From an optimization exercise on the open Yosys and OpenROAD flow, aimed at small area; shortcuts taken in it are not production practice. Only simulation tests tie the RTL to the original design; equivalence was not proved. The clock port is modelled as an ideal driver; clocking choices that lean on that would not hold on a real chip. Power and IR drop assume default switching activity.

the baseline:
## home_automation
module home_automation (
    input clk,
    input rst,
    output trig,
    input echo,
    output scl,
    input sda_i,
    output sda_o,
    input [3:0] sw,
    output [2:0] led,
    output [7:0] temp
);
    reg [14:0] tl;
    reg trig_r;
    wire tl_z = (tl == 15'h0000);
    wire tl_e = (tl == 15'h46c7);
    always @(posedge clk or posedge rst) begin
        if (rst) begin
            tl <= 0;
            trig_r <= 0;
        end else begin
            tl <= {tl[13] ^ tl_e, tl[12:0], ~(tl[14] ^ tl[9] ^ tl[6] ^ tl[4])};
            trig_r <= tl_z | (trig_r & !tl_e);
        end
    end
    assign trig = trig_r;
    reg meas;
    reg [5:0] dur;
    reg dvalid;
    reg near;
    always @(posedge clk or posedge rst) begin
        if (rst) begin
            meas <= 0;
            dvalid <= 0;
            near <= 1;
        end else begin
            meas <= echo;
            if (!echo && meas) begin
                dvalid <= 1;
                near <= (dur != 6'd59);
            end
        end
    end
    always @(posedge clk) begin
        if (echo && !meas) dur <= 0;
        else if (echo && dur != 6'd59) dur <= dur + 1'b1;
    end
    localparam [2:0] S_IDLE = 3'b000, S_START = 3'b001, S_RS = 3'b010, S_STOP = 3'b011,
  ...
Size in the first run: about 700 cells after synthesis, roughly 170 flip-flops, roughly 22 I/O pins, about 8600 um^2 of cells after synthesis.
Settings: LEC_CHECK=0, CAP_MARGIN=0, CORE_MARGIN=2, CORE_UTILIZATION=40, CTS_BUF_LIST=sky130_fd_sc_hd__clkbuf_8, SLEW_MARGIN=0; clock period 30.0 ns.
run.sh (not shown) runs the stock make flow with config.mk's settings and CLKGATE_MAP_FILE= SYNTH_SCRIPT=/design/flow/synth_recipe.tcl, a recipe that flattens the netlist after the stock synthesis.
The flow did not stop early for the baseline: all stages ran, and the layout cleared the timing, design-rule and antenna checks.
Here is what was changed in the inputs of the candidate compared with the baseline.
--- a/flow/config.mk
+++ b/flow/config.mk
@@ -7,6 +7,6 @@
 export LEC_CHECK = 0
-export CAP_MARGIN = 0
+export CAP_MARGIN = 20
 export CORE_MARGIN = 2
-export CORE_UTILIZATION = 40
+export CORE_UTILIZATION = 65
 export CTS_BUF_LIST = sky130_fd_sc_hd__clkbuf_8
-export SLEW_MARGIN = 0
+export SLEW_MARGIN = 20
Notes after the runs:
- Comparing the candidate against the baseline, there is no change at all in highest net fanout along the worst path.
- Note that the area enclosed by the die boundary recorded for the baseline amounts to 1.6 times the value seen in the candidate.
- Changes observed in the candidate relative to the baseline: post-cts resize count saw little to no change, worst path setup slack after routing shows a reduction of 65 ps, time the final worst path needs with I/O delays and setup +65 ps, net switching share of the total power went down 2.0 points.
- Total met2 wirelength after detailed routing went down by a few percent going from the baseline to the candidate.

Setup of build 85:
Another version of the RTL of home_automation (not shown whole).
For scale: about 170 flip-flops, roughly 22 I/O pins, roughly 8400 um^2 of cells after synthesis.
Settings: LEC_CHECK=0, CAP_MARGIN=20, CORE_MARGIN=2, CORE_UTILIZATION=65, CTS_BUF_LIST=sky130_fd_sc_hd__clkbuf_8, CTS_CLUSTER_DIAMETER=300, CTS_CLUSTER_SIZE=40, SLEW_MARGIN=20; clock period 30.0 ns.
standard.sh (not shown) runs the stock make flow with config.mk's settings and CLKGATE_MAP_FILE= SYNTH_SCRIPT=/design/flow/synth_recipe.tcl, a recipe that flattens the netlist after the stock synthesis.
==> flow/flow/run.sh <==
#!/bin/bash
export BUFFER_PORTS_ARGS="-buffer_cell sky130_fd_sc_hd__buf_1"
export CTS_ARGS="-sink_clustering_enable -sink_clustering_size 40 -sink_clustering_max_diameter 300 -sink_buffer_max_cap_derate 1.0 -buf_list sky130_fd_sc_hd__clkbuf_8 -repair_clock_nets"
bash standard.sh > standard_flow.log 2>&1
Build 85 finished every step from synthesis to the final layout, and the layout passed the timing, design-rule and antenna checks.
diff inputs: build 85 => build 63
==> flow/flow/run.sh <==
#!/bin/bash
export BUFFER_PORTS_ARGS="-buffer_cell sky130_fd_sc_hd__buf_1"
export CTS_ARGS="-sink_clustering_enable -sink_clustering_size 30 -sink_clustering_max_diameter 200 -sink_buffer_max_cap_derate 0.5 -dont_use_dummy_load -buf_list sky130_fd_sc_hd__clkbuf_8 -repair_clock_nets"
bash standard.sh > standard_flow.log 2>&1
==> comparison <==
- When build 63 is set beside build 85, its global-route wire length before repair turns out to be about 0.8% smaller.
- Build 85 → build 63: leakage component of the power now sits lower; net switching component of the power now sits lower; overall via count from detail_route now sits lower; total power draw now sits lower; hold slack now sits lower.
Input-level comparison between build 7 and build 63:
==> flow/flow/run.sh <==
#!/bin/bash
export BUFFER_PORTS_ARGS="-buffer_cell sky130_fd_sc_hd__buf_1"
bash standard.sh > standard_flow.log 2>&1
--- outcome ---
Build 7 against build 63: first-iteration DRC count moved up; minimum period implied by the final worst setup slack moved down; logic gate share of total power moved down; required time of the worst setup path level. Signed area change from the synthesized netlist to the final layout: build 7 vs build 63 up 2.2 points. Build 7 has power above what build 63 had. Compared with build 63, build 7 instantiates a larger number of standard cells. Post-detailed-routing wire length grows slightly when moving from build 63 to build 7. In the metrics for build 7 and build 63, the one carrying the lower worst voltage drop across the vdd grid is build 63.

home_automation, a different RTL version from the one above (not shown whole).
For scale: ~660 cells after synthesis, roughly 0.0082 mm^2 of cells after synthesis.
export LEC_CHECK = 0
export CAP_MARGIN = 20
export CORE_MARGIN = 2
export CORE_UTILIZATION = 65
export CTS_BUF_LIST = sky130_fd_sc_hd__clkbuf_8
export CTS_CLUSTER_DIAMETER = 300
export CTS_CLUSTER_SIZE = 40
export SLEW_MARGIN = 20
create_clock -name core_clock -period 30.0 [get_ports {clk}]
==> flow/flow/run.sh <==
#!/bin/bash
export BUFFER_PORTS_ARGS="-buffer_cell sky130_fd_sc_hd__buf_1"
export CTS_ARGS="-sink_clustering_enable -dont_use_dummy_load -root_buf sky130_fd_sc_hd__clkbuf_8 -buf_list sky130_fd_sc_hd__clkbuf_4 -repair_clock_nets"
export POST_CTS_TCL="$PWD/flow/post_cts.tcl"
export POST_FLOORPLAN_TCL="$PWD/flow/post_floorplan.tcl"
bash standard.sh > standard_flow.log 2>&1
==> flow/flow/post_cts.tcl <==
set n_up 0
foreach inst [get_cells *] {
  if { [get_property $inst ref_name] ne "sky130_fd_sc_hd__clkbuf_4" } { continue }
  set fanout 0
  foreach pin [get_pins -of_objects $inst] {
    if { [get_property $pin direction] eq "output" } {
      set net [get_nets -of_objects $pin]
      set fanout [expr { [llength [get_pins -of_objects $net]] - 1 }]
    }
  }
  if { $fanout > 11 } {
    replace_cell $inst sky130_fd_sc_hd__clkbuf_8
    incr n_up
  }
}
puts "post_cts: upsized $n_up clock buffers"
if { $n_up > 0 } {
  detailed_placement
  estimate_parasitics -placement
}
==> flow/flow/post_floorplan.tcl <==
# After floorplan: every combinational cell is set to the lowest drive strength
# of its function (synthesis sized some up for its own load model); repair_design
# in placement then upsizes or buffers wherever slew or load needs it.
set n_down 0
foreach inst [get_cells *] {
  set m [get_property $inst ref_name]
  if { ![regexp {^(sky130_fd_sc_hd__[a-z0-9]+)_([0-9]+)$} $m -> base drv] } { continue }
  if { $drv <= 1 } { continue }
  if { [regexp {df|clk|conb|tap|dly|fill|decap|lpflow|diode} $base] } { continue }
  foreach d {1 0} {
    if { [llength [get_lib_cells -quiet */${base}_$d]] > 0 } {
      replace_cell $inst ${base}_$d
      incr n_down
      break
    }
  }
}
puts "post_floorplan: set $n_down cells to their lowest drive strength"
The starting point passed the timing, design-rule and antenna checks.
Then changed:
==> flow/flow/run.sh (replaced) <==
#!/bin/bash
export BUFFER_PORTS_ARGS="-buffer_cell sky130_fd_sc_hd__buf_1"
export CTS_ARGS="-dont_use_dummy_load -buf_list sky130_fd_sc_hd__clkbuf_8 -repair_clock_nets"
bash standard.sh > standard_flow.log 2>&1
removed: flow/flow/post_cts.tcl
removed: flow/flow/post_floorplan.tcl
=> The new run passed the timing, design-rule and antenna checks. Final area came out higher slightly. Synthesized area does not change. Routed wire length barely changes. Non-clock buffer count came out lower by 1. Via count came out higher slightly. Total power came out higher by a few percent. Global-route usage came out higher by 0.26 points. Maximum frequency came out higher by a few percent. Setup slack gains 0.51 ns. Register-to-register slack gains 0.46 ns. Critical path depth does not change.

Setup of build 13:
home_automation with an RTL version that a note above also has.
For scale: ~700 cells after synthesis, about 170 flip-flops, about 22 I/O pins, ~8600 um^2 of cells after synthesis.
clock: 30.0 ns
lec_check: 0
cap_margin: 20
core_margin: 2
core_utilization: 65
cts_buf_list: sky130_fd_sc_hd__clkbuf_8
slew_margin: 20
==> flow/flow/run.sh <==
#!/bin/bash
export BUFFER_PORTS_ARGS="-buffer_cell sky130_fd_sc_hd__buf_1"
bash standard.sh > standard_flow.log 2>&1
The inputs of build 58 differ from those of build 13 as listed below.
- removing CTS_BUF_LIST (formerly sky130_fd_sc_hd__clkbuf_8)
- changing CORE_UTILIZATION from 65 to 40
==> flow/run.sh (new file) <==
#!/bin/bash
# synth_recipe.tcl (not shown) runs the flow's synth.tcl, then flattens the netlist and writes it again
# the make line also repeats each setting of config.mk as NAME=value (left out here)
make -C /OpenROAD-flow-scripts/flow DESIGN_CONFIG=/design/flow/config.mk WORK_HOME=/design/flow/orfs CLKGATE_MAP_FILE= SYNTH_SCRIPT=/design/flow/synth_recipe.tcl finish
removed: flow/flow/run.sh
removed: flow/standard.sh
[summary]
- Per the comparison of build 58 with build 13, violation count after the first detailed-route iteration went down by 123; final design instance area without fill higher; wire length of the first global-routing pass saw an increase.
- Compared with build 13, build 58 is hungrier on power.
- Compared with build 13, in build 58 proportion of power drawn by combinational gates now smaller, wire length moved up, detailed-route wire length on metal 1 now sits higher.
Input changes introduced in build 92 (baseline for comparison: build 58):
- CTS_BUF_LIST: unset -> sky130_fd_sc_hd__clkbuf_8
- CORE_UTILIZATION: 40 -> 80
[summary]
In the floorplan summary, build 92 is listed with a die area less than that of build 58.
Relative contribution of combinational cells to total power (build 92 over build 58): increase, 0.9 points
Delta(switching part of the total power, build 92 - build 58) < 0
Cmp build 58 and build 92 / remaining max-slew budget at the tightest pin / higher: build 92
Taking build 58 as the reference point, the fraction of area in multi-input gates of build 92 rises by 1.4 points.
The final layout from build 92, which completed every stage, passed the timing, design-rule and antenna checks at the end of the flow.
Per the comparison of build 92 with build 58, source-to-sink clock delay at the later pin of the worst-skew pair picked up an extra 0.04 ns; design area lost about 3.7%; power share of the sequential group picked up an extra 5.7 points.
Changes in build 81 relative to build 92:
- CORE_UTILIZATION changed from 80 to 40
==> comparison <==
Build 81: no failed stages, no open violations at the end
Any difference in clock latency at the later pin of the worst-skew pair between build 81 and build 92 is small enough to ignore.
Delta (build 81 minus build 92): global-route usage went down 22 points, post-detailed-routing wire length went down 11%, global routing usage on met1 went down 24 points, wire length of the first global-routing pass went down 9.7%, tap cell count went up about 100%.
Share of the clock period used by the worst path is lower on build 81
Build 81 — met1 wire length about 15% higher, build 92 as reference
From build 92 to build 81 the numbers moved as follows: overall power decreased by about 1.6% relative to the old numbers, post-layout instance area increased by 170 um^2 relative to the old numbers.

[afterwards: timing with drivers on the ports]
The results above use ideal ports. As a check the final layouts listed here were re-extracted and re-timed, cells and wires unchanged. Step 1 (the two cells are an assumption about what drives the block):
set clk [get_ports {clk}]
set_driving_cell -lib_cell sky130_fd_sc_hd__clkbuf_16 $clk
set_driving_cell -lib_cell sky130_fd_sc_hd__buf_2 [delete_from_list [all_inputs] $clk]
Step 2 times the ports against the registers' clock, not the clock port: input delays grow and output delays shrink by t, the midpoint of the rising clock arrivals with the driver on. Slacks: no drivers / after step 1 / after step 2; pairs: no drivers / after step 1.
run	t, ns	slack for setup (ns)	worst setup path after step 2	latest minus earliest clock arrival (ns)	worst slew at a driven data input, ns
the baseline	0.509	9.760 / 9.776 / 9.267	input to register	0.019 / 0.018	0.03
the candidate	0.489	9.695 / 9.709 / 9.220	input to register	0.013 / 0.013	0.03
build 85	0.492	10.341 / 10.361 / 9.869	input to register	0.013 / 0.013	0.03
build 63	0.475	10.302 / 10.324 / 9.849	input to register	0.024 / 0.024	0.03
build 7	0.492	10.341 / 10.361 / 9.869	input to register	0.013 / 0.013	0.03
the first run of note 3	0.451	9.664 / 9.681 / 9.230	input to register	0.038 / 0.038	0.03
the second run of note 3	0.472	10.175 / 10.183 / 9.711	input to register	0.023 / 0.023	0.03
build 13	0.499	10.086 / 10.102 / 9.603	input to register	0.015 / 0.014	0.03
build 58	0.478	9.801 / 9.821 / 9.343	input to register	0.014 / 0.014	0.03
build 92	0.518	9.387 / 9.404 / 8.886	input to register	0.010 / 0.011	0.04
build 81	0.508	9.850 / 9.867 / 9.359	input to register	0.018 / 0.018	0.03
After both steps setup and hold are still met in every run listed. The setup slack of build 92, which loses most, moves by +0.017 ns with the drivers and by -0.501 ns with both steps.
